Source: an optimization exercise on an open RTL-to-GDS flow (aim: small area and a short achievable clock period). Production flows keep margins and buffers that such runs may drop. Function was checked by simulation only, so behaviour that the tests miss may differ from the original. Power is estimated from default activity; no workload was simulated.

## job 841
Design alu_stage, start of the top module:
module alu_stage (
    input   logic           clk,
    input   logic [4:0]     op,
    input   logic [31:0]    a,
    input   logic [31:0]    b,
    output  logic [31:0]    y
);
==> flow/config.mk <==
export PLATFORM = sky130hd
export DESIGN_NAME = alu_stage
export DESIGN_NICKNAME = alu_stage
export VERILOG_FILES = /design/flow/design.v
export SDC_FILE = /design/flow/constraint.sdc
export NUM_CORES = 4
export LEC_CHECK = 0
export ABC_AREA = 1
export CAP_MARGIN = 20
export CORE_MARGIN = 2
export CORE_UTILIZATION = 40
export SETUP_SLACK_MARGIN = 3.05
export SLEW_MARGIN = 20
export TNS_END_PERCENT = 100
==> flow/constraint.sdc <==
create_clock -name core_clock -period 5.0 [get_ports {clk}]
set_input_delay 1.0000 -clock core_clock [delete_from_list [all_inputs] [get_ports {clk}]]
set_output_delay 1.0000 -clock core_clock [all_outputs]
set_load 0.01 [all_outputs]
standard.sh (not shown) runs the stock make flow with config.mk's settings and CLKGATE_MAP_FILE= SYNTH_SCRIPT=/design/flow/synth_recipe.tcl, a recipe that flattens the netlist after the stock synthesis.
==> flow/flow/run.sh <==
#!/bin/bash
# Standard layout, with plain buffers (instead of the delay cells that
# buffer_ports picks by default) on the input and output ports.
set -euo pipefail
bash standard.sh BUFFER_PORTS_ARGS="-buffer_cell sky130_fd_sc_hd__buf_2" finish > standard_make.log 2>&1
[inputs] job 3296 vs job 841
# job 841
export LEC_CHECK = 0
export ABC_AREA = 1
export CAP_MARGIN = 20
export CORE_MARGIN = 2
export CORE_UTILIZATION = 40
export SETUP_SLACK_MARGIN = 3.05
export SLEW_MARGIN = 20
export TNS_END_PERCENT = 100
create_clock -name core_clock -period 5.0 [get_ports {clk}]
# job 3296
export LEC_CHECK = 0
export ABC_AREA = 1
export CAP_MARGIN = 20
export CORE_MARGIN = 2
export CORE_UTILIZATION = 40
export SETUP_SLACK_MARGIN = 3.0
export SLEW_MARGIN = 20
export SYNTH_HIERARCHICAL = 1
export TNS_END_PERCENT = 100
create_clock -name core_clock -period 5.0 [get_ports {clk}]
## What came out
The flow did not stop early for job 3296: all stages ran, and the layout cleared the timing, design-rule and antenna checks. Job 3296 ended with less data required time at the worst endpoint than job 841. Job 841 → job 3296: wire length decreased by 0.92% relative to the old numbers; worst slack at placement increased by 0.65 ns relative to the old numbers; cell area power density decreased by 1.7% relative to the old numbers. Relative to job 841, biggest cell delay along the critical path has decreased by 0.11 ns in job 3296.
Edits applied to the flow inputs when going from job 3296 to job 6926:
# job 3296
export LEC_CHECK = 0
export ABC_AREA = 1
export CAP_MARGIN = 20
export CORE_MARGIN = 2
export CORE_UTILIZATION = 40
export SETUP_SLACK_MARGIN = 3.0
export SLEW_MARGIN = 20
export SYNTH_HIERARCHICAL = 1
export TNS_END_PERCENT = 100
create_clock -name core_clock -period 5.0 [get_ports {clk}]
# job 6926
export LEC_CHECK = 0
export ABC_AREA = 1
export CAP_MARGIN = 20
export CORE_MARGIN = 2
export CORE_UTILIZATION = 40
export PLACE_DENSITY = 0.9
export SETUP_SLACK_MARGIN = 3.0
export SLEW_MARGIN = 20
export TNS_END_PERCENT = 100
create_clock -name core_clock -period 5.0 [get_ports {clk}]
Notes after the runs:
Per the comparison of job 6926 with job 3296, multi-input combinational cell count has decreased, final critical-path share of the clock period moved up, total power down about 4%.
Job 6926: detailed placer's ending HPWL is 840 um lower than what job 3296 reported.
Sequential area share after synthesis in job 6926 is 3.1 points higher than in job 3296
What job 6926 reported for number of standard cells in the final layout excluding fillers has to be multiplied by 1.2 to get the figure for job 3296.
Number of instances in the synthesized netlist | job 6926 below job 3296
Share of layout cells above drive strength 1, job 6926 and job 3296: lower on job 3296
The following lists how job 7993 was set up differently from job 6926:
# job 6926
export LEC_CHECK = 0
export ABC_AREA = 1
export CAP_MARGIN = 20
export CORE_MARGIN = 2
export CORE_UTILIZATION = 40
export PLACE_DENSITY = 0.9
export SETUP_SLACK_MARGIN = 3.0
export SLEW_MARGIN = 20
export TNS_END_PERCENT = 100
create_clock -name core_clock -period 5.0 [get_ports {clk}]
# job 7993
export LEC_CHECK = 0
export ABC_AREA = 1
export CAP_MARGIN = 20
export CORE_MARGIN = 2
export CORE_UTILIZATION = 40
export SETUP_SLACK_MARGIN = 3.15
export SLEW_MARGIN = 20
export TNS_END_PERCENT = 100
create_clock -name core_clock -period 5.0 [get_ports {clk}]
==> comparison <==
Job 7993 vs. job 6926: setup slack after layout went up by 0.12 ns; routed via count went down by 130. Note that the non-clock buffer count recorded for job 6926 amounts to 0.80 times the value seen in job 7993. Routed wire length came out higher on job 7993 than on job 6926. Diff job 6926 -> job 7993: area of the core about even; total power consumption of the routed design rose 5.8%; pin slew with the least headroom to its limit fell 0.053 ns; power share of the clock group rose 0.5 points; largest vdd supply drop fell 8.6%. Summary: with job 6926 as the reference, largest net degree at the start of global routing in job 7993 moved up by a few percent. Job 7993: fraction of the cycle the final worst path needs lower than job 6926.
[inputs] job 8169 vs job 7993
# job 7993
export LEC_CHECK = 0
export ABC_AREA = 1
export CAP_MARGIN = 20
export CORE_MARGIN = 2
export CORE_UTILIZATION = 40
export SETUP_SLACK_MARGIN = 3.15
export SLEW_MARGIN = 20
export TNS_END_PERCENT = 100
create_clock -name core_clock -period 5.0 [get_ports {clk}]
# job 8169
export LEC_CHECK = 0
export ABC_AREA = 1
export CAP_MARGIN = 20
export CORE_MARGIN = 2
export CORE_UTILIZATION = 40
export SETUP_SLACK_MARGIN = 2.9
export SLEW_MARGIN = 20
export TNS_END_PERCENT = 100
create_clock -name core_clock -period 5.0 [get_ports {clk}]
==> comparison <==
For final cell area excluding filler cells, dividing the value from job 8169 by the value from job 7993 gives 0.866.
There was hardly any difference in insertion delay to the later sink of the worst-skew pair between job 8169 and job 7993.
Compared job 8169 vs job 7993, and worst setup slack is down in job 8169.
Wire length of the first global-routing pass on job 8169 is ahead of job 7993.
Diff job 7993 and job 8169: share of power burned in combinational logic lower in job 8169
The I/O pin total on job 8169 is in line with that on job 7993.
Input-level comparison between job 5573 and job 8169:
# job 8169
export LEC_CHECK = 0
export ABC_AREA = 1
export CAP_MARGIN = 20
export CORE_MARGIN = 2
export CORE_UTILIZATION = 40
export SETUP_SLACK_MARGIN = 2.9
export SLEW_MARGIN = 20
export TNS_END_PERCENT = 100
create_clock -name core_clock -period 5.0 [get_ports {clk}]
# job 5573
export LEC_CHECK = 0
export ABC_AREA = 1
export CAP_MARGIN = 20
export CORE_MARGIN = 2
export CORE_UTILIZATION = 30
export SETUP_SLACK_MARGIN = 3.0
export SLEW_MARGIN = 20
export TNS_END_PERCENT = 100
create_clock -name core_clock -period 5.0 [get_ports {clk}]
Results
Of job 8169 and job 5573, the run reporting the lower number of antenna violations at the first check in global routing was job 8169. Per the comparison of job 5573 with job 8169, overall fraction of global-route tracks in use down 5.3 points, number of ordinary and repair buffers in the finished layout up about 16%.

---

## run 3
alu_stage, a different RTL version from the one above (not shown whole).
For scale: about 100 flip-flops, ~100 I/O pins, ~8500 um^2 of cells after synthesis.
==> flow/design.v (excerpt) <==
module alu_stage (
    input   logic           clk,
    input   logic [4:0]     op,
    input   logic [31:0]    a,
    input   logic [31:0]    b,
    output  logic [31:0]    y
);
clock: 5.0 ns
lec_check: 0
abc_area: 0
cap_margin: 20
core_margin: 2
core_utilization: 40
setup_slack_margin: 3.0
slew_margin: 20
synth_hierarchical: 1
tns_end_percent: 100
Scripts as last shown in full above: flow/flow/run.sh
Input changes introduced in run 4 (baseline for comparison: run 3):
Settings: changing ABC_AREA from 0 to 1.
Findings:
Run 4: flow completed, timing, DRC and antenna clean
Run 3 -> run 4: post-detailed-routing wire length increased by more than 10%
In the reports for run 4 and run 3, the larger multi-input combinational gate total belongs to run 4.
Run 3 → run 4: layout cell share with drive strength beyond 1 lower; fmax higher.
[compare] base=run 3 new=run 4: final critical-path required period down 440 ps; share of the synthesized area in compound gates (AO/OA/AOI/OAI) down 27 points.
Run 4 vs run 3 on non-filler instance count after layout: run 4 is the higher one.
Compared with run 3, run 4 shows a total chip power that is about 4% lower.
Of run 4 and run 3, the higher tightest slew margin relative to the limit belongs to run 4.
For run 3, the group drawing the most power was combinational logic, unlike run 4, where it was registers.
Of run 4 and run 3, it is run 4 that has the lower proportion of power drawn by combinational gates.
Run 4 against run 3; wire length of the first global-routing pass is up by more than a quarter.

---

RTL: one of the versions met above, not the one the previous note started from.
Size: ~100 flip-flops, roughly 7600 um2 of cells after synthesis.
export LEC_CHECK = 0
export ABC_AREA = 1
export CAP_MARGIN = 20
export CORE_MARGIN = 2
export CORE_UTILIZATION = 40
export CTS_CLUSTER_DIAMETER = 100
export CTS_CLUSTER_SIZE = 30
export SETUP_SLACK_MARGIN = 3.0
export SLEW_MARGIN = 20
export TNS_END_PERCENT = 100
create_clock -name core_clock -period 5.0 [get_ports {clk}]
Scripts as last shown in full above: flow/flow/run.sh
The first run finished with timing, DRC and antenna clean.
Next try:
- CTS_CLUSTER_DIAMETER: 100 -> default
- CTS_CLUSTER_SIZE: 30 -> default
- PLACE_DENSITY: default -> 0.75
Sequential power hardly moves.
Sequential share of layout area increases by 0.25 points.
Design area decreases by 1.2%.
Combinational power decreases by about 2%.
Die area stays the same.
Routed wire length decreases by 0.65%.
Hold slack is better by 21 ps.
Clock-buffer cell count decreases by 2.
Power decreases by about 1.1%.
Final cell count is about the same.
Next try:
- GPL_ROUTABILITY_DRIVEN: default -> 0
- PLACE_DENSITY: 0.75 -> default
Sequential share of layout area grows by 0.16 points.
Setup slack loses 50 ps.
Die area stays the same.
Clock skew fell by 9.0 ps.
Synthesized cell count stays the same.
Non-clock buffer count went up by 5.
Area after synthesis does not change.
Utilization fell by 0.39 points.
Next try:
- GPL_ROUTABILITY_DRIVEN: 0 -> default
Result: The new run finished with timing, DRC and antenna clean. Register-to-register slack gets better by 20 ps. Cell area goes up by 2.0%. Core utilization goes up by 0.99 points. Global-route usage goes down by 0.37 points.

[port drivers added, routing unchanged]
In the flow no input, the clock included, has a driving cell. The finished layouts below were timed again as built, in two steps. Step 1, drivers: a clkbuf_16 drives clk and a buf_2 each remaining input, both assumed. Step 2 adds t to the input delays and takes it off the output delays; t is the mean of the earliest and latest rising clock arrival at the registers after step 1. Input paths then give back, and output paths get back, about the clock's delay inside the block. Three values: ideal ports, drivers, drivers and shift; two values: the first two.
run	t, ns	slack for setup (ns)	worst slew at a driven data input, ns
job 841	0.395	3.016 / 3.037 / 2.643	0.06
job 3296	0.408	2.967 / 2.993 / 2.584	0.03
job 6926	0.417	2.854 / 2.876 / 2.459	0.04
job 7993	0.399	2.970 / 2.964 / 2.565	0.06
job 8169	0.397	2.924 / 2.941 / 2.545	0.05
job 5573	0.404	2.981 / 3.010 / 2.605	0.06
run 3	0.404	2.590 / 2.590 / 2.564	0.06
run 4	0.405	3.029 / 3.055 / 2.649	0.06
the first run of note 3	0.403	3.025 / 3.036 / 2.633	0.06
the second run of note 3	0.412	2.953 / 2.980 / 2.568	0.05
the third run of note 3	0.401	2.902 / 2.927 / 2.526	0.03
the fourth run of note 3	0.403	3.025 / 3.036 / 2.633	0.06
After both steps setup and hold are still met in every run listed. For job 7993, which loses most, drivers alone change the setup slack by -0.006 ns; drivers and shift together by -0.405 ns.
